Background: an optimization exercise with open tools, aiming at small area, a short achievable clock period and few clock cycles. Do not read the settings as production practice.
Where RTL was checked, it was by simulation tests only, not by an equivalence proof against the original.
Function not checked in runs 1 and 4 to 6: the RTL went through the layout flow alone.
The flow treats the clock pin as an ideal source. Dropping or thinning the clock tree relies on that and would not hold on a real chip.
Power is estimated from default activity; no workload was simulated.

**design/flow/flow/run.sh**
```bash
#!/bin/bash
# Own layout flow: the standard flow (standard synthesis unchanged) with
# these changes:
# - the port buffers are the smallest buffer (buf_1) instead of the delay cell
#   buffer_ports picks by default; repair may still size them up;
# - one tie cell per constant value;
# - after CTS, the clock tree is cut down to a single buffer (flow/post_cts.tcl).
set -euo pipefail
here=$(pwd)
bash standard.sh \
  "BUFFER_PORTS_ARGS=-buffer_cell sky130_fd_sc_hd__buf_1" \
  "SKIP_REPAIR_TIE_FANOUT=1" \
  "POST_CTS_TCL=$here/flow/post_cts.tcl" \
  finish > flow_make.log 2>&1
```
**design/flow/flow/post_cts.tcl**
```tcl
# Run after clock_tree_synthesis (ORFS POST_CTS_TCL hook). The design has only
# a few flip-flops, so the two-level tree CTS builds is replaced by its root
# buffer alone, sized up, driving every clock sink; the clock port still
# drives just that one buffer. The dummy load CTS added goes too.
set block [ord::get_db_block]
set port_net [$block findNet axi_clk]
set root ""
foreach it [$port_net getITerms] {
  if {$root ne ""} { error "clock port drives more than one cell" }
  set root [$it getInst]
}
set root_out ""
foreach it [$root getITerms] {
  if {[$it isOutputSignal]} { set root_out [$it getNet] }
}
set drop_insts {}
set drop_nets {}
foreach it [$root_out getITerms] {
  set inst [$it getInst]
  if {$inst eq $root} { continue }
  set master [[$inst getMaster] getName]
  if {![string match sky130_fd_sc_hd__clkbuf_* $master]} { continue }
  foreach jt [$inst getITerms] {
    if {[$jt isOutputSignal]} {
      set net [$jt getNet]
      foreach kt [$net getITerms] {
        if {[$kt getInst] eq $inst} { continue }
        set load [$kt getInst]
        if {[string match clkload* [$load getName]]} {
          lappend drop_insts $load
          continue
        }
        $kt disconnect
        $kt connect $root_out
      }
      lappend drop_nets $net
    }
  }
  lappend drop_insts $inst
}
foreach inst $drop_insts {
  puts "post_cts: removing [$inst getName]"
  odb::dbInst_destroy $inst
}
foreach net $drop_nets {
  if {[llength [$net getITerms]] == 0} { odb::dbNet_destroy $net }
}
set db [ord::get_db]
$root swapMaster [$db findMaster sky130_fd_sc_hd__clkbuf_16]
puts "post_cts: [$root getName] now drives [llength [$root_out getITerms]] pins"
detailed_placement
estimate_parasitics -placement
report_clock_min_period
```
**design/flow/standard.sh**
```bash
#!/bin/bash
# synth_recipe.tcl (not shown) runs the flow's synth.tcl, then flattens the netlist and writes it again
# the make line also repeats each setting of config.mk as NAME=value (left out here)
make -C /OpenROAD-flow-scripts/flow DESIGN_CONFIG=/design/flow/config.mk WORK_HOME=/design/flow/orfs CLKGATE_MAP_FILE= SYNTH_SCRIPT=/design/flow/synth_recipe.tcl "${@:-finish}"
```
**design/flow/config.mk**
```make
export PLATFORM = sky130hd
export DESIGN_NAME = rx_packet_handler
export DESIGN_NICKNAME = rx_packet_handler
export VERILOG_FILES = /design/flow/design.v
export SDC_FILE = /design/flow/constraint.sdc
export NUM_CORES = 4
export LEC_CHECK = 0
export CAP_MARGIN = 20
export CORE_AREA = 4 4 104 104
export CTS_BUF_LIST = sky130_fd_sc_hd__clkbuf_8 sky130_fd_sc_hd__clkbuf_16
export CTS_CLUSTER_DIAMETER = 500
export CTS_CLUSTER_SIZE = 100
export DIE_AREA = 0 0 108 108
export SETUP_SLACK_MARGIN = 1.1
export SLEW_MARGIN = 20
```
**design/flow/constraint.sdc**
```tcl
create_clock -name core_clock -period 3.0 [get_ports {axi_clk}]
set_input_delay 0.6000 -clock core_clock [delete_from_list [all_inputs] [get_ports {axi_clk}]]
set_output_delay 0.6000 -clock core_clock [all_outputs]
set_load 0.01 [all_outputs]
```
**design/flow/design.v**
```verilog
`timescale 1ns / 1ps
`default_nettype none
module rx_packet_handler #(
	parameter DATA_WIDTH = 128,
	parameter DEBUG_EN = 0
	)(
	input  wire                    axi_clk,
	input  wire                    axi_aresetn,
	output wire [63:0]             m_axis_eth_tdata,
	output wire [7:0]              m_axis_eth_tuser,
	output wire                    m_axis_eth_tlast,
	output wire [7:0]              m_axis_eth_tkeep,
	output wire                    m_axis_eth_tvalid,
	input  wire                    m_axis_eth_tready,
	output wire [31:0]             addr_o,
	input  wire [DATA_WIDTH-1:0]   data_i,
	output wire                    en_o,
	output wire                    rst_o,
	output wire [DATA_WIDTH/8-1:0] wea_o,
	output wire                    wren_o,
	input  wire [31:0]             pkt_addr_i,
	input  wire [15:0]             pkt_len_i,
	input  wire                    pkt_addr_v_i,
	output wire                    pkt_ack_o
	);
reg        valid;       
reg  [1:0] sel_lo;      
reg  [1:0] sel_hi;      
reg        beat_end;    
reg        tlast;       
reg        tpart;       
reg        line_last;   
reg  [2:0] last_nkeep;  
reg  [6:0] line;        
reg        first;       
reg        ack_late;    
reg        ack_next;    
reg        last_cmp;    
reg        rd_idle;     
reg        rd_end;      
reg        ack_idle;    
reg        ack_end;     
wire [11:0] len       = pkt_len_i[11:0];           
wire        len_z     = len[3:0] == 4'd0;           
wire        last_two  = len_z | (len[3:0] > 4'd8);  
wire        one_line  = len <= 12'd16;
wire        two_lines = ~one_line & (len <= 12'd32);
wire [2:0]  last_keep = ~last_nkeep;
wire ready   = m_axis_eth_tready;
wire rd      = pkt_addr_v_i & (rd_idle | (ready & rd_end));
wire ack     = ack_late | ack_idle | (ready & ack_end);
wire rd_last = ack_next | (first & one_line);
wire next_last = ({1'b0, line} + 8'd1 == len[11:4]) |
                 (len_z & ({1'b0, line} + 8'd2 == len[11:4]));
wire valid_n    = rd | (valid & ~(ready & beat_end));
wire beat_end_n = rd ? rd_last & ~last_two : (ready | beat_end);
wire rd_end_n   = rd ? ack_next & ~last_two : (ready | beat_end);
wire ack_late_n = rd & first & one_line;
wire ack_next_n = rd ? (first ? two_lines : ~ack_next & last_cmp) : ack_next;
wire rd_idle_n  = ~valid_n & ~ack_late_n;
always @(posedge axi_clk) begin
	if (~axi_aresetn) begin
		valid    <= 1'b0;
		line     <= 7'd0;
		first    <= 1'b1;
		ack_late <= 1'b0;
		ack_next <= 1'b0;
		rd_idle  <= 1'b1;
		ack_idle <= 1'b0;
		ack_end  <= 1'b0;
	end else begin
		valid    <= valid_n;
		ack_late <= ack_late_n;
		ack_next <= ack_next_n;
		rd_idle  <= rd_idle_n;
		ack_idle <= ack_next_n & rd_idle_n;
		ack_end  <= ack_next_n & rd_end_n;
		if (ack) begin
			line  <= 7'd0;
			first <= 1'b1;
		end else if (rd) begin
			line  <= line + 7'd1;
			first <= 1'b0;
		end
	end
end
always @(posedge axi_clk) begin
	last_cmp <= next_last;
	beat_end <= beat_end_n;
	rd_end   <= rd_end_n;
	if (rd) begin
		sel_lo     <= 2'b11;
		sel_hi     <= 2'b00;
		tlast      <= rd_last & ~last_two;
		tpart      <= rd_last & ~last_two & (len[2:0] != 3'd0);
		line_last  <= rd_last;
		last_nkeep <= ~len[2:0];
	end else if (ready) begin
		sel_lo[0]  <= 1'b0;
		sel_hi[0]  <= 1'b1;
		tlast      <= line_last;
		tpart      <= line_last & (last_nkeep != 3'd7);
	end
	if (~rd & ready & valid) begin
		sel_lo[1]  <= 1'b0;
		sel_hi[1]  <= 1'b1;
	end
end
genvar i;
generate
	for (i = 0; i < 64; i = i + 1) begin : g_tdata
		assign m_axis_eth_tdata[i] = (sel_lo[i/32] & data_i[i]) | (sel_hi[i/32] & data_i[64+i]);
	end
	for (i = 0; i < 8; i = i + 1) begin : g_tkeep
		assign m_axis_eth_tkeep[i] = ~tpart | (last_keep > i);
	end
endgenerate
assign m_axis_eth_tuser  = 8'h00;
assign m_axis_eth_tlast  = tlast;
assign m_axis_eth_tvalid = valid;
assign addr_o    = {15'd0, pkt_addr_i[16:11], line, 4'h0};
assign en_o      = rd;
assign rst_o     = 1'b0;
assign wea_o     = {(DATA_WIDTH/8){1'b0}};
assign wren_o    = 1'b0;
assign pkt_ack_o = ack;
endmodule
`default_nettype wire
```
==> results_tabular.tex, run 1 <==
\begin{tabular}{lr}
\hline
Metric & Value \\
\hline
\multicolumn{2}{l}{\textbf{Power and ir drop}} \\
Total power & 0.00115 W \\
Reported leakage power & 1.15 nW \\
Peak VDD IR & 0.232 mV \\
Power per unit of standard cell area & 355 mW/mm2 \\
\multicolumn{2}{l}{\textbf{Place}} \\
Post-detailed-placement cell area & $\sim$0.0031 mm2 \\
Count of input and output buffers & 226 \\
Placed wire-length estimate & 8550 um \\
Routability congestion estimate & 0.872 \\
DP Worst Slack & 0.844 ns \\
\multicolumn{2}{l}{\textbf{Worst setup path}} \\
Sort of element at the start of the critical path & input pin \\
Highest cell delay on the worst timing path & roughly 0.16 ns \\
Data arrival time of the critical path & $\sim$1.2 ns \\
Crit path required time & 2.40 ns \\
Cells traversed along the worst timing path & clkbuf\_4, a21oi\_1, nand2b\_4, inv\_1, buf\_1 \\
Type of element capturing the critical path & output pin \\
Critical path type & in -> out \\
Highest-delay cell along the critical path & clkbuf\_4 \\
Largest fanout of any net on the critical path & 9 \\
\multicolumn{2}{l}{\textbf{Synthesis}} \\
Flip-flop and latch count after synthesis & 27 \\
Post-Syn Nets & roughly 500 \\
Top area cells in the synthesized netlist & a22o\_1 (22\%), dfxtp\_1 (16\%), buf\_4 (16\%) \\
Top flip-flop cell by instance count after synthesis & dfxtp\_1 \\
Post-synth cell types & 57 \\
Synth Instances & 315 \\
Area leader, netlist & a22o\_1 \\
Post-synthesis sequential area ratio & 23.1\% \\
Top-area cell type share of the netlist area & 21.5\% \\
Syn avg cell area & 8.26 um2 \\
Async set-or-reset flop fraction in the synthesized netlist & 0\% \\
Syn Std Cell Area & 0.00260 mm2 \\
Count of flip-flops with a built-in enable after synthesis & 6 \\
Number of warnings printed during yosys synthesis & 1 \\
\multicolumn{2}{l}{\textbf{Route}} \\
DRT met1 WL & 4320 um \\
DRC violations left & 0 \\
Vias per inst & 4.90 \\
Drt wl/cell & 17.5 um \\
Number of design-rule violations left by the first detailed-router iteration & roughly 390 \\
Routed Antenna Nets & 0 \\
DR top layer & met4 \\
Via count of the routed design & approximately 3000 \\
1st-pass router iterations & 4 \\
Total met3 wirelength after detailed routing & about 1300 um \\
Met2 routed wirelength & 4950 um \\
Wirelength, routed & between 10000 and 15000 um \\
\multicolumn{2}{l}{\textbf{Die}} \\
Chip Height & 108 um \\
Number of placement rows & 36 \\
Number of primary I/O pins & about 310 \\
Die outline area & 0.0117 mm2 \\
Core ar. & 0.00977 mm2 \\
Effective utilization at floorplan & 26.6\% \\
Chip Width & 108 um \\
\multicolumn{2}{l}{\textbf{Layout}} \\
Antenna diode count & 0 \\
Signed area change from the synthesized netlist to the final layout & 24.1\% \\
Total number of nets in the final design & 656 \\
Final cell area excluding filler cells & about 0.0032 mm2 \\
Share of layout cells above drive strength 1 & 5.30\% \\
Filler instances & 1092 \\
\multicolumn{2}{l}{\textbf{STA}} \\
Total setup violations reported at the end of the flow & 0 \\
Min Tclk post-route & 1.83 ns \\
Pins over their slew limit & 0 \\
Setup tns final & 0 ns \\
Unrepaired setup endpoints after global routing & false \\
Maximum clock rate & 0.546 GHz \\
Final Hold Violating Endpoints & 0 \\
Ratio of final minimum period to clock period & $\sim$60\% \\
Setup WS post-layout & 1.17 ns \\
Clock Skews & 0.00244 ns \\
\multicolumn{2}{l}{\textbf{Global route}} \\
Pin count of the biggest net entering global routing & 46 \\
Remaining global-route overflow & 0 \\
Antenna violations before repair & 0 \\
All-Layer GR Usage & 16.7\% \\
Global-route wire length before repair & 14700 um \\
Via count of the first global-routing pass & 2737 \\
\multicolumn{2}{l}{\textbf{Min path}} \\
Min-delay worst type & reg -> reg \\
\multicolumn{2}{l}{\textbf{Outcome}} \\
Status & complete, no violations \\
\multicolumn{2}{l}{\textbf{Clock network}} \\
Number of clock sinks & 27 \\
Insertion delay to the later sink of the worst-skew pair & 0.16 ns \\
Clock transition at path regs & 0.10 ns \\
\multicolumn{2}{l}{\textbf{Run}} \\
Number of maximum-capacitance constraint violations & 0 \\
\hline
\end{tabular}
cells in the mapped netlist, drive strengths merged, types with 2 or more instances:
| library cell | number |
|---|---|
| a21oi | 8 |
| dfxtp | 21 |
| o22ai | 2 |
| o31ai | 2 |
| xor2 | 10 |
| nand4 | 3 |
| nand3 | 9 |
| edfxtp | 6 |
| a22o | 64 |
| o211ai | 2 |
| inv | 11 |
| nor4 | 2 |
| nand4b | 2 |
| clkbuf | 18 |
| nand2b | 5 |
| and3b | 2 |
| nor3b | 2 |
| or4 | 3 |
| o21ai | 9 |
| a21boi | 3 |
| nor2 | 14 |
| nand2 | 16 |
| buf | 60 |
| nor3 | 4 |
| and3 | 2 |
| o21bai | 2 |
| and2 | 2 |
| nor2b | 4 |
| ha | 2 |
| xnor2 | 6 |
worst max-delay path, delay by kind of cell:
family / cells / cell delay, ns
and+or+nand+nor: 1 / 0.15
AOI/OAI and AO/OA: 1 / 0.14
buffers and inverters: 3 / 0.34
layout make-up:
cell class | count | area, um2 | share of cell area (%)
clock buffer | 1 | 25.0 | 0.775
inverter | 11 | 41.3 | 1.28
multi-input combinational | 199 | 1460 | 45.2
sequential | 27 | 613 | 19.0
tap | 133 | 166 | 5.15
timing repair buffer | 234 | 923 | 28.6
per-stage QoR:
stage | util [%] | hold slack [ns] | instances
after detailed placement | 32.1 | 0.445 | 601
final | 33.0 | 0.472 | 605
after global routing | 33.0 | 0.504 | 605
after global placement | 32.1 | 0.445 | 601
after floorplan | - | 0.450 | 315
power by group:
part | internal (W) | total, W | switching (W)
Clock | 0.0000617 | 0.000154 | 0.0000918
Combinational | 0.000228 | 0.000554 | 0.000326
Sequential | 0.000401 | 0.000438 | 0.0000371
Total | 0.000690 | 0.00115 | 0.000455
cells in the final DEF, fill, tap and decap left out, drive strengths merged, types with 3 or more instances in the layout:
cell	instances
buf	233
a22o	64
dfxtp	21
nand2	16
nor2	14
inv	11
xor2	10
nand3	9
o21ai	9
a21oi	8
xnor2	6
edfxtp	6
nand2b	5
nor3	4
nor2b	4
nand4	3
or4	3
a21boi	3
sequential cells by signal, indices dropped and copies added (netlist names), 2 cells and up:
signal / count
sel_hi: 2
last_nkeep: 3
line: 7
sel_lo: 2
routing by layer:
| layer | up-vias | track usage (%) |
|---|---|---|
| met5 | - | 0 |
| met4 | 0 | 0.812 |
| met3 | 4 | 5.79 |
| met2 | 163 | 25.8 |
| met1 | 1383 | 23.7 |
| li1 | 1415 | - |
cells by family (layout without fill, tap and decap cells):
logic type,Yosys count,count (layout),synth area share [%]
compound gates,101,101,31.1
buf+inv,89,246,21.3
simple gates,77,77,17.3
flops,27,27,23.1
xor+xnor,16,16,5.39
fa+ha+maj,2,2,0.962
mux,2,2,0.818
other cells,1,1,0.144
final timing paths:
path / slack, ns / to / from / depth (start not counted)
max reg2reg: 1.21 / last_cmp / line[0] / 6
min: 0.47 / sel_lo[1] / sel_lo[1] / 2
min reg2reg: 0.47 / sel_lo[1] / sel_lo[1] / 2
max: 1.17 / en_o / m_axis_eth_tready / 5
==> run 2, diff against run 1 <==
--- a/design/flow/design.v
+++ b/design/flow/design.v
@@ -25,6 +25,6 @@
 	);
 reg        valid;       
-reg  [1:0] sel_lo;      
-reg  [1:0] sel_hi;      
+reg  [3:0] sel_lo;      
+reg  [3:0] sel_hi;      
 reg        beat_end;    
 reg        tlast;       
@@ -39,5 +39,5 @@
 reg        rd_idle;     
 reg        rd_end;      
-reg        ack_idle;    
+reg        ack_now;     
 reg        ack_end;     
 wire [11:0] len       = pkt_len_i[11:0];           
@@ -48,6 +48,7 @@
 wire [2:0]  last_keep = ~last_nkeep;
 wire ready   = m_axis_eth_tready;
-wire rd      = pkt_addr_v_i & (rd_idle | (ready & rd_end));
-wire ack     = ack_late | ack_idle | (ready & ack_end);
+wire free    = rd_idle | (ready & rd_end);
+wire rd      = pkt_addr_v_i & free;
+wire ack     = ack_now | (ready & ack_end);
 wire rd_last = ack_next | (first & one_line);
 wire next_last = ({1'b0, line} + 8'd1 == len[11:4]) |
@@ -67,5 +68,5 @@
 		ack_next <= 1'b0;
 		rd_idle  <= 1'b1;
-		ack_idle <= 1'b0;
+		ack_now  <= 1'b0;
 		ack_end  <= 1'b0;
 	end else begin
@@ -74,5 +75,5 @@
 		ack_next <= ack_next_n;
 		rd_idle  <= rd_idle_n;
-		ack_idle <= ack_next_n & rd_idle_n;
+		ack_now  <= ack_late_n | (ack_next_n & rd_idle_n);
 		ack_end  <= ack_next_n & rd_end_n;
 		if (ack) begin
@@ -90,6 +91,6 @@
 	rd_end   <= rd_end_n;
 	if (rd) begin
-		sel_lo     <= 2'b11;
-		sel_hi     <= 2'b00;
+		sel_lo     <= 4'b1111;
+		sel_hi     <= 4'b0000;
 		tlast      <= rd_last & ~last_two;
 		tpart      <= rd_last & ~last_two & (len[2:0] != 3'd0);
@@ -106,9 +107,17 @@
 		sel_hi[1]  <= 1'b1;
 	end
+	if (~rd & ready & ~beat_end) begin
+		sel_lo[2]  <= 1'b0;
+		sel_hi[2]  <= 1'b1;
+	end
+	if (~rd & ready & valid & ~beat_end) begin
+		sel_lo[3]  <= 1'b0;
+		sel_hi[3]  <= 1'b1;
+	end
 end
 genvar i;
 generate
 	for (i = 0; i < 64; i = i + 1) begin : g_tdata
-		assign m_axis_eth_tdata[i] = (sel_lo[i/32] & data_i[i]) | (sel_hi[i/32] & data_i[64+i]);
+		assign m_axis_eth_tdata[i] = (sel_lo[i/16] & data_i[i]) | (sel_hi[i/16] & data_i[64+i]);
 	end
 	for (i = 0; i < 8; i = i + 1) begin : g_tkeep
@@ -120,5 +129,5 @@
 assign m_axis_eth_tvalid = valid;
 assign addr_o    = {15'd0, pkt_addr_i[16:11], line, 4'h0};
-assign en_o      = rd;
+assign en_o      = free;
 assign rst_o     = 1'b0;
 assign wea_o     = {(DATA_WIDTH/8){1'b0}};
--- a/design/flow/config.mk
+++ b/design/flow/config.mk
@@ -7,9 +7,9 @@
 export LEC_CHECK = 0
 export CAP_MARGIN = 20
-export CORE_AREA = 4 4 104 104
+export CORE_AREA = 4 4 146 42
 export CTS_BUF_LIST = sky130_fd_sc_hd__clkbuf_8 sky130_fd_sc_hd__clkbuf_16
 export CTS_CLUSTER_DIAMETER = 500
 export CTS_CLUSTER_SIZE = 100
-export DIE_AREA = 0 0 108 108
+export DIE_AREA = 0 0 150 46
 export SETUP_SLACK_MARGIN = 1.1
 export SLEW_MARGIN = 20
==> results_tabular.tex, run 2 <==
\begin{tabular}{lr}
\hline
Metric & Value \\
\hline
\multicolumn{2}{l}{\textbf{Outcome}} \\
Status & complete, no violations (unchanged) \\
\multicolumn{2}{l}{\textbf{Synthesis}} \\
Post-synth cell types & 47 (was 57) \\
Multiplexer area fraction after synthesis & 0\% (was 0.818\%) \\
Most numerous cell in the Yosys netlist & a22o\_1 (unchanged) \\
Top flip-flop cell by instance count after synthesis & dfxtp\_1 (unchanged) \\
Syn avg cell area & 8.33 um2 (was 8.26 um2) \\
Fraction of the mapped netlist area in adder cells & 0.953\% (was 0.962\%) \\
Compound-gate portion of the synthesized area & 30.6\% (was 31.1\%) \\
Post-synthesis sequential area ratio & 25.2\% (was 23.1\%) \\
Post-Synth XOR/XNOR Area & 7.72\% (was 5.39\%) \\
Post-Syn Nets & 497 (unchanged) \\
List of most frequent post-synthesis cells & a22o\_1 (64), buf\_4 (55), dfxtp\_1 (24), nand2\_1 (19), clkbuf\_1 (18) (was a22o\_1 (64), buf\_4 (55), dfxtp\_1 (21), clkbuf\_1 (18), nand2\_1 (16)) \\
Async set-or-reset flop fraction in the synthesized netlist & 0\% (unchanged) \\
Area leader, netlist & a22o\_1 (unchanged) \\
Top area cells in the synthesized netlist & a22o\_1 (21\%), dfxtp\_1 (18\%), buf\_4 (16\%) (was a22o\_1 (22\%), dfxtp\_1 (16\%), buf\_4 (16\%)) \\
Flip-flop and latch count after synthesis & 30 (was 27) \\
Area share of and/or/nand/nor cells after synthesis & 13.9\% (was 17.3\%) \\
Main combinational cell family by area after synthesis & compound AO/OA/AOI/OAI gates (unchanged) \\
Count of flip-flops with a built-in enable after synthesis & 6 (unchanged) \\
Top-area cell type share of the netlist area & 21.4\% (was 21.5\%) \\
Syn Std Cell Area & 0.00263 mm2 (was 0.00260 mm2) \\
Synth Instances & 315 (unchanged) \\
Number of warnings printed during yosys synthesis & 1 (unchanged) \\
\multicolumn{2}{l}{\textbf{STA}} \\
Setup WS post-layout & 1.18 ns (was 1.17 ns) \\
Ratio of final minimum period to clock period & 60.8\% (was 61.1\%) \\
Maximum clock rate & 0.548 GHz (was 0.546 GHz) \\
Unrepaired setup endpoints after global routing & false (unchanged) \\
Measured slew at the worst slew-check pin & between 0.5 and 0.6 ns \\
Final Hold Violating Endpoints & 0 (unchanged) \\
Worst relative slew slack & 66.3\% \\
Total setup violations reported at the end of the flow & 0 (unchanged) \\
Setup tns final & 0 ns (unchanged) \\
Pins over their slew limit & 0 (unchanged) \\
Min Tclk post-route & 1.82 ns (was 1.83 ns) \\
Clock Skews & 0.0100 ns (was 0.00244 ns) \\
\multicolumn{2}{l}{\textbf{Layout}} \\
Antenna diode count & 0 (unchanged) \\
Commonest non-fill, non-tap cells in the layout & buf\_1 (226), a22o\_1 (64), nand2\_1 (19), xnor2\_1 (14), nor2\_1 (14) (was buf\_1 (225), a22o\_1 (64), nand2\_1 (16), dfxtp\_1 (15), nor2\_1 (14)) \\
Filler instances & 504 (was 1092) \\
Largest registers & line x7, sel\_hi x4, sel\_lo x4 (was line x7, last\_nkeep x3) \\
Share of layout cells above drive strength 1 & 5.38\% (was 5.30\%) \\
Largest reg by FF count & line (unchanged) \\
Total number of nets in the final design & 649 (was 656) \\
Most common cell after layout, fill and taps aside & buf\_1 (unchanged) \\
Number of flip-flops in the largest register & 7 (unchanged) \\
Final cell area excluding filler cells & 0.00312 mm2 (was 0.00323 mm2) \\
Signed area change from the synthesized netlist to the final layout & 18.7\% (was 24.1\%) \\
Fin cells & 540 (was 605) \\
\multicolumn{2}{l}{\textbf{Global route}} \\
Via count of the first global-routing pass & 2436 (was 2737) \\
Remaining global-route overflow & 0 (unchanged) \\
All-Layer GR Usage & 26.0\% (was 16.7\%) \\
Pin count of the biggest net entering global routing & 46 (unchanged) \\
Antenna violations before repair & 0 (unchanged) \\
Global-route wire length before repair & 12900 um (was 14700 um) \\
\multicolumn{2}{l}{\textbf{Route}} \\
Via count of the routed design & 2893 (was 2965) \\
Number of design-rule violations left by the first detailed-router iteration & 233 (was 393) \\
Drt wl/cell & 17.2 um (was 17.5 um) \\
Wirelength, routed & 9310 um (was 10600 um) \\
Routed Antenna Nets & 0 (unchanged) \\
Vias per inst & 5.36 (was 4.90) \\
1st-pass router iterations & 7 (was 4) \\
DRC violations left & 0 (unchanged) \\
\multicolumn{2}{l}{\textbf{Die}} \\
Number of placement rows & 13 (was 36) \\
Die outline area & 0.00690 mm2 (was 0.0117 mm2) \\
Core ar. & 0.00501 mm2 (was 0.00977 mm2) \\
Effective utilization at floorplan & 52.4\% (was 26.6\%) \\
Chip Width & 150 um (was 108 um) \\
Number of primary I/O pins & 314 (unchanged) \\
Chip Height & 46 um (was 108 um) \\
\multicolumn{2}{l}{\textbf{Worst setup path}} \\
Timing endpoint of the critical path & ack\_end (was en\_o) \\
Sort of element at the start of the critical path & input pin (unchanged) \\
Data arrival time of the critical path & 1.92 ns (was 1.23 ns) \\
Crit. Startpoint & m\_axis\_eth\_tready (unchanged) \\
Cells traversed along the worst timing path & buf\_1, buf\_4, a21o\_2, nand2\_2, inv\_6, nor2\_1, a31oi\_1, a211oi\_1 (was clkbuf\_4, a21oi\_1, nand2b\_4, inv\_1, buf\_1) \\
Path depth of the worst reg2reg path & 6 (unchanged) \\
Register-to-register setup slack & 1.22 ns (was 1.21 ns) \\
Endpoint of the lowest-slack register-to-register path & last\_cmp (unchanged) \\
Largest fanout of any net on the critical path & 20 (was 9) \\
Crit path required time & 3.10 ns (was 2.40 ns) \\
Highest cell delay on the worst timing path & 0.31 ns (was 0.16 ns) \\
Type of element capturing the critical path & flip-flop (was output pin) \\
Reg-to-Reg Start & line[0] (unchanged) \\
Highest-delay cell along the critical path & nand2\_2 (was clkbuf\_4) \\
Critical path type & in -> reg (was in -> out) \\
\multicolumn{2}{l}{\textbf{Place}} \\
Routability congestion estimate & 0.888 (was 0.872) \\
Post-detailed-placement cell area & 0.00306 mm2 (was 0.00314 mm2) \\
DP Worst Slack & 0.886 ns (was 0.844 ns) \\
Cell count after placement & 539 (was 601) \\
Count of input and output buffers & 226 (unchanged) \\
Placed wire-length estimate & 7710 um (was 8550 um) \\
\multicolumn{2}{l}{\textbf{Clock network}} \\
Insertion delay to the later sink of the worst-skew pair & 0.18 ns (was 0.16 ns) \\
Clock transition at path regs & 0.11 ns (was 0.10 ns) \\
Number of clock sinks & 30 (was 27) \\
\multicolumn{2}{l}{\textbf{Power and ir drop}} \\
Total power & 0.00118 W (was 0.00115 W) \\
Peak VDD IR & 0.148 mV (was 0.232 mV) \\
Reported leakage power & 1.10 nW (was 1.15 nW) \\
Power per unit of standard cell area & 378 mW/mm2 (was 355 mW/mm2) \\
\multicolumn{2}{l}{\textbf{Min path}} \\
Hold path startpoint & first (was sel\_lo[1]) \\
Min-delay worst type & reg -> reg (unchanged) \\
\multicolumn{2}{l}{\textbf{Run}} \\
Number of maximum-capacitance constraint violations & 0 (unchanged) \\
\hline
\end{tabular}
run 2: worst min path at each step:
stage,depth (start not counted),end,slack (ns)
floorplan,1,first,0.44
global placement,1,first,0.47
detailed placement,1,first,0.47
global route,1,first,0.53
finish,1,first,0.51
run 2: per-layer routing:
layer / routed length [um] / track usage (%) / vias to the layer above
met5: 0 / 0 / -
met4: 0 / 0.181 / 0
met3: 742 / 4.46 / 0
met2: 4020 / 36.9 / 126
met1: 4550 / 42.0 / 1379
li1: - / - / 1388
run 2: kinds of logic (layout without fill, tap and decap cells):
family	Yosys count	in the layout
AOI/OAI and AO/OA	100	100
buffers and inverters	92	242
and+or+nand+nor	69	69
DFF	30	30
xor gates and xnor gates	21	21
adders and majority gates	2	2
other	1	1
run 2: final cells by class:
type | instances | area, um2 | share of cell area, %
well taps | 75 | 93.8 | 3.01
inverters | 14 | 57.6 | 1.85
repair buffers | 227 | 856 | 27.5
clock buffers | 1 | 25.0 | 0.803
flip-flops and latches | 30 | 674 | 21.6
multi-input cells | 193 | 1410 | 45.2
run 2: power by group:
group          switching, W  total [W]  internal (W)
clock              0.000104   0.000167     0.0000623
sequential        0.0000805   0.000525      0.000445
combinational      0.000273   0.000485      0.000212
run 2: critical path, delay by kind of cell:
kind | cells | cell delay [ns]
buffers and inverters | 3 | 0.39
AO/OA/AOI/OAI | 3 | 0.47
AND/OR/NAND/NOR | 2 | 0.46
run 2: metrics by stage:
step / hold WS [ns] / utilization, %
floorplan: 0.442 / -
global placement: 0.471 / 61.1
detailed placement: 0.468 / 61.1
global route: 0.526 / 62.2
finish: 0.507 / 62.2
Testbench counts of run 2, summed over its fixed seeds: cycles 108,353.
==> run 3, diff against run 2 <==
--- a/design/flow/config.mk
+++ b/design/flow/config.mk
@@ -7,9 +7,9 @@
 export LEC_CHECK = 0
 export CAP_MARGIN = 20
-export CORE_AREA = 4 4 146 42
+export CORE_AREA = 4 4 104 104
 export CTS_BUF_LIST = sky130_fd_sc_hd__clkbuf_8 sky130_fd_sc_hd__clkbuf_16
 export CTS_CLUSTER_DIAMETER = 500
 export CTS_CLUSTER_SIZE = 100
-export DIE_AREA = 0 0 150 46
+export DIE_AREA = 0 0 108 108
 export SETUP_SLACK_MARGIN = 1.1
 export SLEW_MARGIN = 20
==> results_tabular.tex, run 3 <==
\begin{tabular}{lr}
\hline
Metric & Value \\
\hline
\multicolumn{2}{l}{\textbf{Power and ir drop}} \\
Power per unit of standard cell area & 366 mW/mm2 (was 378 mW/mm2) \\
Reported leakage power & 1.10 nW (about the same) \\
Peak VDD IR & 0.198 mV (was 0.148 mV) \\
\multicolumn{2}{l}{\textbf{Route}} \\
Routed Antenna Nets & 0 (unchanged) \\
Via count of the routed design & 2872 (was 2893) \\
1st-pass router iterations & 6 (was 7) \\
Vias per inst & 4.80 (was 5.36) \\
Wirelength, routed & 9250 um (was 9310 um) \\
DRC violations left & 0 (unchanged) \\
Number of design-rule violations left by the first detailed-router iteration & 368 (was 233) \\
Drt wl/cell & 15.5 um (was 17.2 um) \\
\multicolumn{2}{l}{\textbf{Layout}} \\
Largest reg by FF count & line (unchanged) \\
Total number of nets in the final design & 649 (unchanged) \\
Antenna diode count & 0 (unchanged) \\
Signed area change from the synthesized netlist to the final layout & 21.4\% (was 18.7\%) \\
Number of flip-flops in the largest register & 7 (unchanged) \\
Largest registers & line x7, sel\_hi x4, sel\_lo x4 (unchanged) \\
Most common cell after layout, fill and taps aside & buf\_1 (unchanged) \\
Commonest non-fill, non-tap cells in the layout & buf\_1 (226), a22o\_1 (64), nand2\_1 (19) (was buf\_1 (226), a22o\_1 (64), nand2\_1 (19), xnor2\_1 (14), nor2\_1 (14)) \\
Fin cells & 598 (was 540) \\
Final cell area excluding filler cells & 0.00319 mm2 (was 0.00312 mm2) \\
Share of layout cells above drive strength 1 & 5.16\% (was 5.38\%) \\
\multicolumn{2}{l}{\textbf{Die}} \\
Number of placement rows & 36 (was 13) \\
Number of primary I/O pins & 314 (unchanged) \\
Die outline area & 0.0117 mm2 (was 0.00690 mm2) \\
Core ar. & 0.00977 mm2 (was 0.00501 mm2) \\
Effective utilization at floorplan & 26.9\% (was 52.4\%) \\
Chip Height & 108 um (was 46 um) \\
Chip Width & 108 um (was 150 um) \\
\multicolumn{2}{l}{\textbf{Synthesis}} \\
Top flip-flop cell by instance count after synthesis & dfxtp\_1 (unchanged) \\
Syn Std Cell Area & 0.00263 mm2 (unchanged) \\
Area leader, netlist & a22o\_1 (unchanged) \\
Async set-or-reset flop fraction in the synthesized netlist & 0\% (unchanged) \\
Syn avg cell area & 8.33 um2 (unchanged) \\
Number of warnings printed during yosys synthesis & 1 (unchanged) \\
Top area cells in the synthesized netlist & a22o\_1 (21\%), dfxtp\_1 (18\%), buf\_4 (16\%) (unchanged) \\
Top-area cell type share of the netlist area & 21.4\% (unchanged) \\
Synth Instances & 315 (unchanged) \\
Post-synthesis sequential area ratio & 25.2\% (unchanged) \\
Count of flip-flops with a built-in enable after synthesis & 6 (unchanged) \\
List of most frequent post-synthesis cells & a22o\_1 (64), buf\_4 (55), dfxtp\_1 (24), nand2\_1 (19), clkbuf\_1 (18) (unchanged) \\
Flip-flop and latch count after synthesis & 30 (unchanged) \\
Post-Syn Nets & 497 (unchanged) \\
Most numerous cell in the Yosys netlist & a22o\_1 (unchanged) \\
Post-synth cell types & 47 (unchanged) \\
\multicolumn{2}{l}{\textbf{Worst setup path}} \\
Largest fanout of any net on the critical path & 10 (was 20) \\
Data arrival time of the critical path & 1.18 ns (was 1.92 ns) \\
Highest-delay cell along the critical path & a21o\_2 (was nand2\_2) \\
Crit path required time & 2.40 ns (was 3.10 ns) \\
Type of element capturing the critical path & output pin (was flip-flop) \\
Critical path type & in -> out (was in -> reg) \\
Cells traversed along the worst timing path & buf\_1, buf\_4, a21o\_2, buf\_1 (was buf\_1, buf\_4, a21o\_2, nand2\_2, inv\_6, nor2\_1, a31oi\_1, a211oi\_1) \\
Sort of element at the start of the critical path & input pin (unchanged) \\
Highest cell delay on the worst timing path & 0.21 ns (was 0.31 ns) \\
Most frequent cell on the critical path & buf\_1 \\
\multicolumn{2}{l}{\textbf{Clock network}} \\
Clock transition at path regs & 0.11 ns (about the same) \\
Insertion delay to the later sink of the worst-skew pair & 0.17 ns (was 0.18 ns) \\
Number of clock sinks & 30 (unchanged) \\
\multicolumn{2}{l}{\textbf{STA}} \\
Unrepaired setup endpoints after global routing & true (was false) \\
Maximum clock rate & 0.561 GHz (was 0.548 GHz) \\
Total setup violations reported at the end of the flow & 0 (unchanged) \\
Min Tclk post-route & 1.78 ns (was 1.82 ns) \\
Setup tns final & 0 ns (unchanged) \\
Ratio of final minimum period to clock period & 59.5\% (was 60.8\%) \\
Clock Skews & 0.00263 ns (was 0.0100 ns) \\
Pins over their slew limit & 0 (unchanged) \\
Final Hold Violating Endpoints & 0 (unchanged) \\
\multicolumn{2}{l}{\textbf{Global route}} \\
Global-route wire length before repair & 12400 um (was 12900 um) \\
Pin count of the biggest net entering global routing & 46 (unchanged) \\
Antenna violations before repair & 0 (unchanged) \\
All-Layer GR Usage & 13.9\% (was 26.0\%) \\
Remaining global-route overflow & 0 (unchanged) \\
Via count of the first global-routing pass & 2432 (was 2436) \\
\multicolumn{2}{l}{\textbf{Min path}} \\
Min-delay worst type & reg -> reg (unchanged) \\
\multicolumn{2}{l}{\textbf{Place}} \\
Cell count after placement & 597 (was 539) \\
Placed wire-length estimate & 7720 um (was 7710 um) \\
Post-detailed-placement cell area & 0.00314 mm2 (was 0.00306 mm2) \\
Count of input and output buffers & 226 (unchanged) \\
Routability congestion estimate & 0.879 (was 0.888) \\
\multicolumn{2}{l}{\textbf{Outcome}} \\
Status & complete, no violations (unchanged) \\
\multicolumn{2}{l}{\textbf{Run}} \\
Number of maximum-capacitance constraint violations & 0 (unchanged) \\
\hline
\end{tabular}
run 3: cell counts after synthesis:
No cell type changed its count.
run 3: final timing paths:
path / from / to / slack, ns / cells after the start
setup / recovery: m_axis_eth_tready / en_o / 1.22 / 4
hold / removal: first / first / 0.51 / 1
setup reg to reg: line[1] / last_cmp / 1.23 / 6
hold reg to reg: first / first / 0.51 / 1
run 3: per-layer routing:
| metal | up-vias | track usage, % | wire length (um) |
|---|---|---|---|
| li1 | 1390 | - | - |
| met3 | 4 | 1.91 | 774 |
| met5 | - | 0 | 0 |
| met4 | 0 | 1.35 | 45 |
| met2 | 151 | 24.1 | 4750 |
| met1 | 1327 | 19.1 | 3680 |
run 3: layout make-up:
type                    instances  area (um2)
fillers                      1066        6590
multi-input cells             193        1410
repair buffers                227         856
flip-flops and latches         30         673
well taps                     133         166
inverters                      14        57.6
clock buffers                   1        25.0
run 3: worst max-delay path: cells and delay by family:
kind	cells	cell delay, ns
AOI/OAI and AO/OA	1	0.21
buffers and inverters	3	0.38
run 3: metrics by stage:
stage                     worst slack [ns]  hold WS, ns  utilization [%]  power [W]
after floorplan                       1.22        0.442                -   0.000855
after global placement               0.956        0.479             32.1    0.00100
after detailed placement             0.915        0.488             32.1    0.00101
after global routing                  1.10        0.529             32.6    0.00124
final                                 1.22        0.514             32.6    0.00116
run 3: cell families (layout without fill, tap and decap cells):
group / after synthesis / count (layout) / synth area share [%]
buf+inv: 92 / 242 / 21.5
simple gates: 69 / 69 / 13.9
fa+ha+maj: 2 / 2 / 0.953
other cells: 1 / 1 / 0.143
compound gates: 100 / 100 / 30.6
flops: 30 / 30 / 25.2
xor+xnor: 21 / 21 / 7.72
run 3: report_power, final:
group          leakage, nW  switching (W)  internal [W]
sequential           0.259      0.0000755      0.000445
clock               0.0123      0.0000990     0.0000621
combinational        0.832       0.000271      0.000212
total                 1.10       0.000446      0.000719
==> run 4, diff against run 3 <==
--- a/design/flow/design.v
+++ b/design/flow/design.v
@@ -90,5 +90,5 @@
 	beat_end <= beat_end_n;
 	rd_end   <= rd_end_n;
-	if (rd) begin
+	if (free) begin
 		sel_lo     <= 4'b1111;
 		sel_hi     <= 4'b0000;
@@ -103,13 +103,13 @@
 		tpart      <= line_last & (last_nkeep != 3'd7);
 	end
-	if (~rd & ready & valid) begin
+	if (~free & ready & valid) begin
 		sel_lo[1]  <= 1'b0;
 		sel_hi[1]  <= 1'b1;
 	end
-	if (~rd & ready & ~beat_end) begin
+	if (~free & ready & ~beat_end) begin
 		sel_lo[2]  <= 1'b0;
 		sel_hi[2]  <= 1'b1;
 	end
-	if (~rd & ready & valid & ~beat_end) begin
+	if (~free & ready & valid & ~beat_end) begin
 		sel_lo[3]  <= 1'b0;
 		sel_hi[3]  <= 1'b1;
--- a/design/flow/config.mk
+++ b/design/flow/config.mk
@@ -12,4 +12,4 @@
 export CTS_CLUSTER_SIZE = 100
 export DIE_AREA = 0 0 108 108
-export SETUP_SLACK_MARGIN = 1.1
+export SETUP_SLACK_MARGIN = 1.4
 export SLEW_MARGIN = 20
==> results_tabular.tex, run 4 <==
\begin{tabular}{lr}
\hline
Metric & Value \\
\hline
\multicolumn{2}{l}{\textbf{Layout}} \\
Most common cell after layout, fill and taps aside & buf\_1 (unchanged) \\
Largest registers & line x7, sel\_hi x4, sel\_lo x4 (unchanged) \\
Signed area change from the synthesized netlist to the final layout & 47.6\% (was 21.4\%) \\
Share of layout cells above drive strength 1 & 32.8\% (was 5.16\%) \\
Number of flip-flops in the largest register & 7 (unchanged) \\
Core utilization of the finished layout & 38.0\% (was 32.6\%) \\
Largest reg by FF count & line (unchanged) \\
Antenna diode count & 0 (unchanged) \\
Commonest non-fill, non-tap cells in the layout & buf\_1 (136), a22o\_1 (64), buf\_2 (61), buf\_6 (27), nor2\_1 (14) (was buf\_1 (226), a22o\_1 (64), nand2\_1 (19)) \\
Total number of nets in the final design & 662 (was 649) \\
\multicolumn{2}{l}{\textbf{Worst setup path}} \\
Critical path type & in -> reg (was in -> out) \\
Register-to-register setup slack & 1.20 ns (was 1.23 ns) \\
Cells traversed along the worst timing path & buf\_6, or4\_4, or3b\_1, a21oi\_2, o221a\_2, and2\_4 (was buf\_1, buf\_4, a21o\_2, buf\_1) \\
Type of element capturing the critical path & flip-flop (was output pin) \\
Highest-delay cell along the critical path & or4\_4 (was a21o\_2) \\
Sort of element at the start of the critical path & input pin (unchanged) \\
Path depth of the worst reg2reg path & 6 (unchanged) \\
Largest fanout of any net on the critical path & 2 (was 10) \\
Data arrival time of the critical path & 2.06 ns (was 1.18 ns) \\
Cell family contributing the most delay on the critical path & simple AND/OR/NAND/NOR gates (was buffers and inverters) \\
Count of buffering cells on the critical path with inverters included & 1 (was 3) \\
Crit path required time & 3.13 ns (was 2.40 ns) \\
Highest cell delay on the worst timing path & 0.55 ns (was 0.21 ns) \\
Crit path depth & 6 (was 4) \\
\multicolumn{2}{l}{\textbf{Synthesis}} \\
Area share of and/or/nand/nor cells after synthesis & 13.7\% (was 13.9\%) \\
List of most frequent post-synthesis cells & a22o\_1 (64), buf\_4 (51), dfxtp\_1 (24), clkbuf\_1 (18), nand2\_1 (16) (was a22o\_1 (64), buf\_4 (55), dfxtp\_1 (24), nand2\_1 (19), clkbuf\_1 (18)) \\
Top flip-flop cell by instance count after synthesis & dfxtp\_1 (unchanged) \\
Count of flip-flops with a built-in enable after synthesis & 6 (unchanged) \\
Area leader, netlist & a22o\_1 (unchanged) \\
Number of warnings printed during yosys synthesis & 1 (unchanged) \\
Fraction of the mapped netlist area in adder cells & 0.995\% (was 0.953\%) \\
Top area cells in the synthesized netlist & a22o\_1 (22\%), dfxtp\_1 (19\%), buf\_4 (15\%) (was a22o\_1 (21\%), dfxtp\_1 (18\%), buf\_4 (16\%)) \\
Async set-or-reset flop fraction in the synthesized netlist & 0\% (unchanged) \\
Top-area cell type share of the netlist area & 22.3\% (was 21.4\%) \\
Compound-gate portion of the synthesized area & 31.0\% (was 30.6\%) \\
Syn avg cell area & 8.33 um2 (about the same) \\
Synth Instances & 302 (was 315) \\
Flip-flop and latch count after synthesis & 30 (unchanged) \\
Main combinational cell family by area after synthesis & compound AO/OA/AOI/OAI gates (unchanged) \\
Multiplexer area fraction after synthesis & 0.398\% (was 0\%) \\
Post-Synth XOR/XNOR Area & 7.66\% (was 7.72\%) \\
Post-synthesis sequential area ratio & 26.3\% (was 25.2\%) \\
Most numerous cell in the Yosys netlist & a22o\_1 (unchanged) \\
Post-synth cell types & 47 (unchanged) \\
Syn Std Cell Area & 0.00251 mm2 (was 0.00263 mm2) \\
Post-Syn Nets & 484 (was 497) \\
\multicolumn{2}{l}{\textbf{Route}} \\
1st-pass router iterations & 5 (was 6) \\
Routed Antenna Nets & 0 (unchanged) \\
DRC violations left & 0 (unchanged) \\
Vias per inst & 4.93 (was 4.80) \\
Wirelength, routed & 9580 um (was 9250 um) \\
Drt wl/cell & 15.7 um (was 15.5 um) \\
Via count of the routed design & 3010 (was 2872) \\
Number of design-rule violations left by the first detailed-router iteration & 332 (was 368) \\
\multicolumn{2}{l}{\textbf{Die}} \\
Number of primary I/O pins & 314 (unchanged) \\
Number of placement rows & 36 (unchanged) \\
Die outline area & 0.0117 mm2 (unchanged) \\
Chip Width & 108 um (unchanged) \\
Core ar. & 0.00977 mm2 (unchanged) \\
Effective utilization at floorplan & 25.7\% (was 26.9\%) \\
Chip Height & 108 um (unchanged) \\
\multicolumn{2}{l}{\textbf{STA}} \\
Maximum clock rate & 0.516 GHz (was 0.561 GHz) \\
Unrepaired setup endpoints after global routing & true (unchanged) \\
Ratio of final minimum period to clock period & 64.6\% (was 59.5\%) \\
Setup tns final & 0 ns (unchanged) \\
Min Tclk post-route & 1.94 ns (was 1.78 ns) \\
Hold\_ws & 0.513 ns (was 0.514 ns) \\
Total setup violations reported at the end of the flow & 0 (unchanged) \\
Final Hold Violating Endpoints & 0 (unchanged) \\
Clock Skews & 0.00583 ns (was 0.00263 ns) \\
Pins over their slew limit & 0 (unchanged) \\
\multicolumn{2}{l}{\textbf{Power and ir drop}} \\
Power per unit of standard cell area & 311 mW/mm2 (was 366 mW/mm2) \\
Net switching power & 0.000398 W (was 0.000446 W) \\
Sw frac & 34.5\% (was 38.3\%) \\
Part of the total power dissipated in combinational logic & 44.0\% (was 41.5\%) \\
Total power & 0.00115 W (was 0.00116 W) \\
Clk network pwr share & 14.4\% (was 13.8\%) \\
Sequential Power Share & 41.6\% (was 44.7\%) \\
Peak VDD IR & 0.262 mV (was 0.198 mV) \\
Internal power consumption & 0.000755 W (was 0.000719 W) \\
Reported leakage power & 1.50 nW (was 1.10 nW) \\
\multicolumn{2}{l}{\textbf{Place}} \\
Count of input and output buffers & 226 (unchanged) \\
Routability congestion estimate & 0.863 (was 0.879) \\
Placed wire-length estimate & 7180 um (was 7720 um) \\
\multicolumn{2}{l}{\textbf{Min path}} \\
Number of stages on the worst hold path & 1 (unchanged) \\
Min-delay worst type & reg -> reg (unchanged) \\
\multicolumn{2}{l}{\textbf{Global route}} \\
Global-route wire length before repair & 12500 um (was 12400 um) \\
Via count of the first global-routing pass & 2606 (was 2432) \\
All-Layer GR Usage & 13.8\% (was 13.9\%) \\
Pin count of the biggest net entering global routing & 46 (unchanged) \\
Antenna violations before repair & 0 (unchanged) \\
Remaining global-route overflow & 0 (unchanged) \\
\multicolumn{2}{l}{\textbf{Clock network}} \\
Clock transition at path regs & 0.11 ns (about the same) \\
Number of clock sinks & 30 (unchanged) \\
Insertion delay to the later sink of the worst-skew pair & 0.17 ns (about the same) \\
\multicolumn{2}{l}{\textbf{Run}} \\
Number of maximum-capacitance constraint violations & 0 (unchanged) \\
\multicolumn{2}{l}{\textbf{Outcome}} \\
Status & complete, no violations (unchanged) \\
\hline
\end{tabular}
-- run 4: cell types whose count changed after synthesis, sizes merged, moves of 3 or more --
cell / delta
inv: -5
buf: -4
nand2: -4
nor2b: +4
a41oi: -3
o21ai: +3
-- run 4: path summary, 6_finish.rpt --
path,from,endpoint
worst max register to register,line[1],last_cmp
worst min register to register,first,first
worst min-delay path,first,first
worst max-delay path,pkt_len_i[0],ack_end
-- run 4: cell type report --
type,count,area [um2]
well taps,133,166
inverters,9,36.3
fillers,997,6060
multi-input cells,192,1520
clock buffers,1,25.0
flip-flops and latches,30,698
repair buffers,246,1270
-- run 4: layer usage --
layer | share of wire (%) | global-route usage [%]
met2 | 50 | 25.4
met5 | 0 | 0
met1 | 39 | 17.7
met3 | 9.3 | 2.09
met4 | 1.3 | 1.17
-- run 4: cell families (layout without fill, tap and decap cells) --
| kind of cell | count (synthesis) | in the layout |
|---|---|---|
| compound gates | 98 | 98 |
| xor+xnor | 22 | 22 |
| fa+ha+maj | 2 | 2 |
| buf+inv | 81 | 256 |
| flops | 30 | 30 |
| mux | 1 | 1 |
| other cells | 1 | 1 |
| simple gates | 67 | 68 |
-- run 4: power groups by stage --
stage | registers, W | clock network (W) | logic, W
2_1_floorplan | 0.000470 | 0 | 0.000309
3_3_place_gp | 0.000495 | 0 | 0.000392
3_5_place_dp | 0.000498 | 0 | 0.000394
5_1_grt | 0.000485 | 0.000179 | 0.000547
6_report | 0.000480 | 0.000166 | 0.000507
-- run 4: worst reg2reg max path, stage by stage, from the launching register on --
cell	delay [ns]
dfxtp_2	0.43
ha_2	0.26
nand2_1	0.14
xnor2_1	0.17
nor4_2	0.26
nand3_1	0.12
o41ai_2	0.34
-- run 4: per-stage QoR --
| stage | std cells | setup slack, ns | area (um2) |
|---|---|---|---|
| floorplan | 302 | 1.05 | 2590 |
| global placement | 590 | 0.868 | 3120 |
| detailed placement | 590 | 0.851 | 3120 |
| global route | 611 | 1.02 | 3710 |
| finish | 611 | 1.06 | 3710 |
==> run 5, diff against run 4 <==
--- a/design/flow/flow/post_cts.tcl
+++ b/design/flow/flow/post_cts.tcl
@@ -46,4 +46,11 @@
   if {[llength [$net getITerms]] == 0} { odb::dbNet_destroy $net }
 }
+# The root net carries CTS's non-default (wide spacing) rule; as the only
+# clock net it now reaches every sink, so give it the default rule, as CTS
+# gives its leaf nets.
+if {[$root_out getNonDefaultRule] ne "NULL"} {
+  $root_out setNonDefaultRule NULL
+  puts "post_cts: cleared the non-default rule of [$root_out getName]"
+}
 set db [ord::get_db]
 $root swapMaster [$db findMaster sky130_fd_sc_hd__clkbuf_16]
--- a/design/flow/config.mk
+++ b/design/flow/config.mk
@@ -12,4 +12,4 @@
 export CTS_CLUSTER_SIZE = 100
 export DIE_AREA = 0 0 108 108
-export SETUP_SLACK_MARGIN = 1.4
+export SETUP_SLACK_MARGIN = 1.3
 export SLEW_MARGIN = 20
==> results_tabular.tex, run 5 <==
\begin{tabular}{lr}
\hline
Metric & Value \\
\hline
\multicolumn{2}{l}{\textbf{Outcome}} \\
Status & complete, no violations (unchanged) \\
\multicolumn{2}{l}{\textbf{Global route}} \\
GRT met2 Usage & 23.1\% (was 25.4\%) \\
Global-route wire length before repair & 12000 um (was 12500 um) \\
Antenna violations before repair & 0 (unchanged) \\
GR met3 Demand/Resource & 1.85\% (was 2.09\%) \\
All-Layer GR Usage & 12.3\% (was 13.8\%) \\
Remaining global-route overflow & 0 (unchanged) \\
Most used routing layer & met2 (unchanged) \\
Pin count of the biggest net entering global routing & 46 (unchanged) \\
Global-route met1 utilization & 15.6\% (was 17.7\%) \\
Via count of the first global-routing pass & 2594 (was 2606) \\
\multicolumn{2}{l}{\textbf{Synthesis}} \\
Top flip-flop cell by instance count after synthesis & dfxtp\_1 (unchanged) \\
List of most frequent post-synthesis cells & a22o\_1 (64), buf\_4 (51), dfxtp\_1 (24), clkbuf\_1 (18), nand2\_1 (16) (unchanged) \\
Async set-or-reset flop fraction in the synthesized netlist & 0\% (unchanged) \\
Synth Instances & 302 (unchanged) \\
Count of flip-flops with a built-in enable after synthesis & 6 (unchanged) \\
Number of warnings printed during yosys synthesis & 1 (unchanged) \\
Syn Std Cell Area & 0.00251 mm2 (unchanged) \\
Post-Syn Nets & 484 (unchanged) \\
Syn avg cell area & 8.33 um2 (unchanged) \\
Post-synthesis sequential area ratio & 26.3\% (unchanged) \\
Top area cells in the synthesized netlist & a22o\_1 (22\%), dfxtp\_1 (19\%), buf\_4 (15\%) (unchanged) \\
Most numerous cell in the Yosys netlist & a22o\_1 (unchanged) \\
Area leader, netlist & a22o\_1 (unchanged) \\
Flip-flop and latch count after synthesis & 30 (unchanged) \\
Post-synth cell types & 47 (unchanged) \\
Top-area cell type share of the netlist area & 22.3\% (unchanged) \\
\multicolumn{2}{l}{\textbf{STA}} \\
Unrepaired setup endpoints after global routing & true (unchanged) \\
Maximum clock rate & 0.519 GHz (was 0.516 GHz) \\
Final Hold Violating Endpoints & 0 (unchanged) \\
Ratio of final minimum period to clock period & 64.2\% (was 64.6\%) \\
Min Tclk post-route & 1.93 ns (was 1.94 ns) \\
Pins over their slew limit & 0 (unchanged) \\
Setup tns final & 0 ns (unchanged) \\
Total setup violations reported at the end of the flow & 0 (unchanged) \\
Clock Skews & 0.00166 ns (was 0.00583 ns) \\
\multicolumn{2}{l}{\textbf{Run}} \\
Number of maximum-capacitance constraint violations & 0 (unchanged) \\
\multicolumn{2}{l}{\textbf{Layout}} \\
Total number of nets in the final design & 654 (was 662) \\
Largest registers & line x7, sel\_hi x4, sel\_lo x4 (unchanged) \\
Signed area change from the synthesized netlist to the final layout & 33.0\% (was 47.6\%) \\
Number of flip-flops in the largest register & 7 (unchanged) \\
Footprint of the multi-input gates & 0.00144 mm2 (was 0.00152 mm2) \\
Commonest non-fill, non-tap cells in the layout & buf\_1 (216), a22o\_1 (64), nand2\_1 (16), nor2\_1 (14), xnor2\_1 (13) (was buf\_1 (136), a22o\_1 (64), buf\_2 (61), buf\_6 (27), nor2\_1 (14)) \\
Share of layout cells above drive strength 1 & 11.5\% (was 32.8\%) \\
Antenna diode count & 0 (unchanged) \\
Register area & 686 um2 (was 698 um2) \\
Filler instances & 1035 (was 997) \\
Largest reg by FF count & line (unchanged) \\
Final cell area excluding filler cells & 0.00335 mm2 (was 0.00371 mm2) \\
Most common cell after layout, fill and taps aside & buf\_1 (unchanged) \\
\multicolumn{2}{l}{\textbf{Power and ir drop}} \\
Reported leakage power & 1.17 nW (was 1.50 nW) \\
Peak VDD IR & 0.215 mV (was 0.262 mV) \\
Power per unit of standard cell area & 322 mW/mm2 (was 311 mW/mm2) \\
\multicolumn{2}{l}{\textbf{Route}} \\
Number of design-rule violations left by the first detailed-router iteration & 155 (was 332) \\
DRC violations left & 0 (unchanged) \\
1st-pass router iterations & 4 (was 5) \\
Drt wl/cell & 14.6 um (was 15.7 um) \\
Via count of the routed design & 2868 (was 3010) \\
Wirelength, routed & 8780 um (was 9580 um) \\
Routed Antenna Nets & 0 (unchanged) \\
Vias per inst & 4.76 (was 4.93) \\
\multicolumn{2}{l}{\textbf{Place}} \\
Placed wire-length estimate & 7130 um (was 7180 um) \\
Count of input and output buffers & 226 (unchanged) \\
Post-detailed-placement cell area & 0.00308 mm2 (was 0.00312 mm2) \\
Routability congestion estimate & 0.836 (was 0.863) \\
\multicolumn{2}{l}{\textbf{Worst setup path}} \\
Largest fanout of any net on the critical path & 3 (was 2) \\
Data arrival time of the critical path & 2.05 ns (was 2.06 ns) \\
Crit path required time & 3.12 ns (was 3.13 ns) \\
Sort of element at the start of the critical path & input pin (unchanged) \\
Critical path type & in -> reg (unchanged) \\
Type of element capturing the critical path & flip-flop (unchanged) \\
\multicolumn{2}{l}{\textbf{Die}} \\
Number of placement rows & 36 (unchanged) \\
Effective utilization at floorplan & 25.7\% (unchanged) \\
Chip Width & 108 um (unchanged) \\
Die outline area & 0.0117 mm2 (unchanged) \\
Core ar. & 0.00977 mm2 (unchanged) \\
Number of primary I/O pins & 314 (unchanged) \\
Chip Height & 108 um (unchanged) \\
\multicolumn{2}{l}{\textbf{Min path}} \\
Min-delay worst type & reg -> reg (unchanged) \\
\multicolumn{2}{l}{\textbf{Clock network}} \\
Clock transition at path regs & 0.11 ns (about the same) \\
Number of clock sinks & 30 (unchanged) \\
Insertion delay to the later sink of the worst-skew pair & 0.17 ns (about the same) \\
\hline
\end{tabular}
-- run 5: cell counts after synthesis --
No cell type changed its count.
-- run 5: path summary, 6_finish.rpt --
path / slack [ns] / endpoint / depth (start not counted) / start
worst max-delay path: 1.07 / ack_end / 6 / pkt_len_i[0]
worst min-delay path: 0.51 / first / 1 / first
worst max register to register: 1.36 / last_cmp / 6 / line[1]
worst min register to register: 0.51 / first / 1 / first
-- run 5: metal layers --
layer	wire length, um	part of all wire [%]	up-vias
li1	-	-	1387
met3	714	8.1	2
met4	1	0.011	0
met2	4620	53	147
met5	0	0	-
met1	3450	39	1332
-- run 5: through the flow --
step	utilization, %	instances	setup slack, ns	total power [W]	hold WS, ns
after floorplan	-	302	1.05	0.000770	0.440
after global placement	31.5	589	0.834	0.000880	0.466
after detailed placement	31.5	589	0.789	0.000885	0.487
after global routing	34.2	603	1.06	0.00114	0.529
final	34.2	603	1.07	0.00108	0.510
-- run 5: worst max-delay path, stage by stage --
cell     delay, ns
buf_6         0.09
or4_4         0.55
or3b_1        0.36
a21oi_1       0.13
o221a_2       0.21
and2_1        0.11
-- run 5: cells by family after synthesis --
kind of cell    Yosys count  synth area share, %
compound gates           98                 31.0
xor+xnor                 22                 7.66
fa+ha+maj                 2                0.995
buf+inv                  81                 19.9
flops                    30                 26.3
mux                       1                0.398
other cells               1                0.149
simple gates             67                 13.7
-- run 5: final cells by class --
class / instances / share of cell area, %
timing repair buffer: 239 / 29.7
inverter: 9 / 1.16
tap: 133 / 4.97
sequential: 30 / 20.5
multi-input combinational: 191 / 42.9
clock buffer: 1 / 0.748
-- run 5: report_power, final --
| group | internal, W | switching, W |
|---|---|---|
| Sequential | 0.000440 | 0.0000478 |
| Combinational | 0.000201 | 0.000227 |
| Clock | 0.0000621 | 0.000100 |
==> run 6, diff against run 5 <==
--- a/design/flow/design.v
+++ b/design/flow/design.v
@@ -29,7 +29,6 @@
 reg        beat_end;    
 reg        tlast;       
-reg        tpart;       
 reg        line_last;   
-reg  [2:0] last_nkeep;  
+reg  [2:0] last_kept;   
 reg  [6:0] line;        
 reg        first;       
@@ -46,5 +45,4 @@
 wire        one_line  = len <= 12'd16;
 wire        two_lines = ~one_line & (len <= 12'd32);
-wire [2:0]  last_keep = ~last_nkeep;
 wire ready   = m_axis_eth_tready;
 wire free    = rd_idle | (ready & rd_end);
@@ -94,12 +92,10 @@
 		sel_hi     <= 4'b0000;
 		tlast      <= rd_last & ~last_two;
-		tpart      <= rd_last & ~last_two & (len[2:0] != 3'd0);
 		line_last  <= rd_last;
-		last_nkeep <= ~len[2:0];
+		last_kept  <= len[2:0] - 3'd1;
 	end else if (ready) begin
 		sel_lo[0]  <= 1'b0;
 		sel_hi[0]  <= 1'b1;
 		tlast      <= line_last;
-		tpart      <= line_last & (last_nkeep != 3'd7);
 	end
 	if (~free & ready & valid) begin
@@ -122,5 +118,5 @@
 	end
 	for (i = 0; i < 8; i = i + 1) begin : g_tkeep
-		assign m_axis_eth_tkeep[i] = ~tpart | (last_keep > i);
+		assign m_axis_eth_tkeep[i] = ~tlast | (last_kept >= i);
 	end
 endgenerate
--- a/design/flow/config.mk
+++ b/design/flow/config.mk
@@ -12,4 +12,4 @@
 export CTS_CLUSTER_SIZE = 100
 export DIE_AREA = 0 0 108 108
-export SETUP_SLACK_MARGIN = 1.3
+export SETUP_SLACK_MARGIN = 1.1
 export SLEW_MARGIN = 20
==> results_tabular.tex, run 6 <==
\begin{tabular}{lr}
\hline
Metric & Value \\
\hline
\multicolumn{2}{l}{\textbf{Worst setup path}} \\
Count of buffering cells on the critical path with inverters included & 4 (was 1) \\
Highest-delay cell along the critical path & a21oi\_4 (was or4\_4) \\
Critical path type & in -> out (was in -> reg) \\
Highest cell delay on the worst timing path & 0.24 ns (was 0.55 ns) \\
Reg-to-Reg Start & line[0] (was line[1]) \\
Crit path required time & 2.40 ns (was 3.12 ns) \\
Type of element capturing the critical path & output pin (was flip-flop) \\
Cells traversed along the worst timing path & buf\_6, buf\_6, a21oi\_4, clkinv\_4, buf\_6 (was buf\_6, or4\_4, or3b\_1, a21oi\_1, o221a\_2, and2\_1) \\
Cell family contributing the most delay on the critical path & buffers and inverters (was simple AND/OR/NAND/NOR gates) \\
Largest fanout of any net on the critical path & 7 (was 3) \\
Data arrival time of the critical path & 1.33 ns (was 2.05 ns) \\
Most frequent cell on the critical path & buf\_6 \\
Sort of element at the start of the critical path & input pin (unchanged) \\
Crit. Startpoint & m\_axis\_eth\_tready (was pkt\_len\_i[0]) \\
\multicolumn{2}{l}{\textbf{Synthesis}} \\
Count of flip-flops with a built-in enable after synthesis & 5 (was 6) \\
List of most frequent post-synthesis cells & a22o\_1 (64), buf\_4 (52), dfxtp\_1 (24), nand2\_1 (23), clkbuf\_1 (17) (was a22o\_1 (64), buf\_4 (51), dfxtp\_1 (24), clkbuf\_1 (18), nand2\_1 (16)) \\
Flip-flop and latch count after synthesis & 29 (was 30) \\
Async set-or-reset flop fraction in the synthesized netlist & 0\% (unchanged) \\
Top flip-flop cell by instance count after synthesis & dfxtp\_1 (unchanged) \\
Post-Syn Nets & 491 (was 484) \\
Synth Instances & 308 (was 302) \\
Area leader, netlist & a22o\_1 (unchanged) \\
Top area cells in the synthesized netlist & a22o\_1 (22\%), dfxtp\_1 (19\%), buf\_4 (15\%) (unchanged) \\
Top-area cell type share of the netlist area & 22.1\% (was 22.3\%) \\
Post-synthesis sequential area ratio & 24.8\% (was 26.3\%) \\
Post-synth cell types & 46 (was 47) \\
Number of warnings printed during yosys synthesis & 1 (unchanged) \\
Most numerous cell in the Yosys netlist & a22o\_1 (unchanged) \\
Syn avg cell area & 8.24 um2 (was 8.33 um2) \\
Syn Std Cell Area & 0.00254 mm2 (was 0.00251 mm2) \\
\multicolumn{2}{l}{\textbf{STA}} \\
Final Hold Violating Endpoints & 0 (unchanged) \\
Total setup violations reported at the end of the flow & 0 (unchanged) \\
Unrepaired setup endpoints after global routing & true (unchanged) \\
Maximum clock rate & 0.517 GHz (was 0.519 GHz) \\
Hold\_ws & 0.511 ns (was 0.510 ns) \\
Clock Skews & 0.00549 ns (was 0.00166 ns) \\
Min Tclk post-route & 1.93 ns (about the same) \\
Ratio of final minimum period to clock period & 64.5\% (was 64.2\%) \\
Pins over their slew limit & 0 (unchanged) \\
Setup tns final & 0 ns (unchanged) \\
\multicolumn{2}{l}{\textbf{Die}} \\
Effective utilization at floorplan & 26.0\% (was 25.7\%) \\
Chip Height & 108 um (unchanged) \\
Chip Width & 108 um (unchanged) \\
Number of placement rows & 36 (unchanged) \\
Number of primary I/O pins & 314 (unchanged) \\
Die outline area & 0.0117 mm2 (unchanged) \\
Core ar. & 0.00977 mm2 (unchanged) \\
\multicolumn{2}{l}{\textbf{Layout}} \\
Number of flip-flops in the largest register & 7 (unchanged) \\
Filler instances & 1048 (was 1035) \\
Core utilization of the finished layout & 33.4\% (was 34.2\%) \\
Total number of nets in the final design & 660 (was 654) \\
Share of layout cells above drive strength 1 & 8.84\% (was 11.5\%) \\
Register area & 643 um2 (was 686 um2) \\
Antenna diode count & 0 (unchanged) \\
Largest reg by FF count & line (unchanged) \\
Commonest non-fill, non-tap cells in the layout & buf\_1 (222), a22o\_1 (64), nand2\_1 (23), dfxtp\_1 (14), nor2\_1 (13) (was buf\_1 (216), a22o\_1 (64), nand2\_1 (16), nor2\_1 (14), xnor2\_1 (13)) \\
Most common cell after layout, fill and taps aside & buf\_1 (unchanged) \\
Signed area change from the synthesized netlist to the final layout & 28.5\% (was 33.0\%) \\
Final cell area excluding filler cells & 0.00326 mm2 (was 0.00335 mm2) \\
Footprint of the multi-input gates & 0.00142 mm2 (was 0.00144 mm2) \\
Largest registers & line x7, sel\_hi x4, sel\_lo x4 (unchanged) \\
\multicolumn{2}{l}{\textbf{Route}} \\
1st-pass router iterations & 4 (unchanged) \\
Via count of the routed design & 2827 (was 2868) \\
Drt wl/cell & 14.1 um (was 14.6 um) \\
DRC violations left & 0 (unchanged) \\
Routed Antenna Nets & 0 (unchanged) \\
Number of design-rule violations left by the first detailed-router iteration & 194 (was 155) \\
Vias per inst & 4.65 (was 4.76) \\
Wirelength, routed & 8570 um (was 8780 um) \\
\multicolumn{2}{l}{\textbf{Place}} \\
Placed wire-length estimate & 7240 um (was 7130 um) \\
Post-detailed-placement cell area & 0.00308 mm2 (about the same) \\
Routability congestion estimate & 0.838 (was 0.836) \\
Count of input and output buffers & 225 (was 226) \\
\multicolumn{2}{l}{\textbf{Clock network}} \\
Number of clock sinks & 29 (was 30) \\
Insertion delay to the later sink of the worst-skew pair & 0.17 ns (about the same) \\
Clock transition at path regs & 0.11 ns (about the same) \\
\multicolumn{2}{l}{\textbf{Min path}} \\
Min-delay worst type & reg -> reg (unchanged) \\
Hold path startpoint & first (unchanged) \\
\multicolumn{2}{l}{\textbf{Power and ir drop}} \\
Sw frac & 35.1\% (was 34.8\%) \\
Net switching power & 0.000369 W (was 0.000375 W) \\
Reported leakage power & 1.16 nW (was 1.17 nW) \\
Power per unit of standard cell area & 322 mW/mm2 (about the same) \\
Peak VDD IR & 0.236 mV (was 0.215 mV) \\
Clk network pwr share & 15.4\% (was 15.1\%) \\
Part of the total power dissipated in combinational logic & 39.7\% (about the same) \\
Internal power consumption & 0.000682 W (was 0.000702 W) \\
Sequential Power Share & 44.8\% (was 45.2\%) \\
\multicolumn{2}{l}{\textbf{Global route}} \\
Global-route wire length before repair & 11700 um (was 12000 um) \\
All-Layer GR Usage & 12.1\% (was 12.3\%) \\
Pin count of the biggest net entering global routing & 46 (unchanged) \\
Via count of the first global-routing pass & 2415 (was 2594) \\
Antenna violations before repair & 0 (unchanged) \\
Remaining global-route overflow & 0 (unchanged) \\
\multicolumn{2}{l}{\textbf{Run}} \\
Number of maximum-capacitance constraint violations & 0 (unchanged) \\
\multicolumn{2}{l}{\textbf{Outcome}} \\
Status & complete, no violations (unchanged) \\
\hline
\end{tabular}
## run 6: cell count changes after synthesis, moves of 2 or more
| cell | change |
|---|---|
| xnor2_1 | -5 |
| nor3_1 | -3 |
| nor2b_1 | +4 |
| inv_1 | +2 |
| xor2_1 | +3 |
| nand4_1 | +2 |
| o21ai_0 | -2 |
| nand2_1 | +7 |
| nand2b_1 | +5 |
| and2_1 | -2 |
| nor4_2 | +2 |
| and2_4 | +2 |
## run 6: cell families (layout without fill, tap and decap cells)
group	Yosys count	after routing	synth area share, %
xor+xnor	20	20	6.90
flops	29	29	24.8
mux	1	1	0.394
buf+inv	83	250	20.4
fa+ha+maj	3	3	1.48
simple gates	77	77	15.9
compound gates	93	93	29.8
other cells	2	2	0.296
## run 6: path summary, 6_finish.rpt
kind,endpoint,slack [ns],cells past startpoint
setup / recovery,en_o,1.07,5
setup reg to reg,last_cmp,1.24,6
hold / removal,first,0.51,1
hold reg to reg,first,0.51,1
## run 6: final cells by class
cell class	count	share of cell area, %
repair buffers	238	29.5
flip-flops and latches	29	19.7
inverters	11	1.42
multi-input cells	196	43.5
clock buffers	1	0.767
well taps	133	5.10
## run 6: per-layer routing
metal,global-route usage [%],routed length (um),up-vias
met5,0,0,-
met4,0.271,4,0
met3,2.45,873,2
met2,22.0,4480,133
met1,15.6,3210,1307
li1,-,-,1385
## run 6: stage by stage
stage	std cells	worst slack, ns	total power, W
2_1_floorplan	308	1.27	0.000755
3_3_place_gp	595	0.938	0.000862
3_5_place_dp	595	0.930	0.000868
5_1_grt	608	1.05	0.00112
6_report	608	1.07	0.00105
## run 6: power groups by stage
| stage | combinational (W) | sequential, W | clock, W |
|---|---|---|---|
| finish | 0.000418 | 0.000471 | 0.000162 |
| global route | 0.000462 | 0.000478 | 0.000182 |
| detailed placement | 0.000390 | 0.000478 | 0 |
| global placement | 0.000386 | 0.000477 | 0 |
| floorplan | 0.000305 | 0.000450 | 0 |

Check on run 6: ideal ports give 1.066 ns setup slack; a clkbuf_16 on the clock port and buf_2 on the inputs give 1.025 ns; moving port delays by the midpoint clock arrival (0.196 ns) as well gives 1.025 ns.
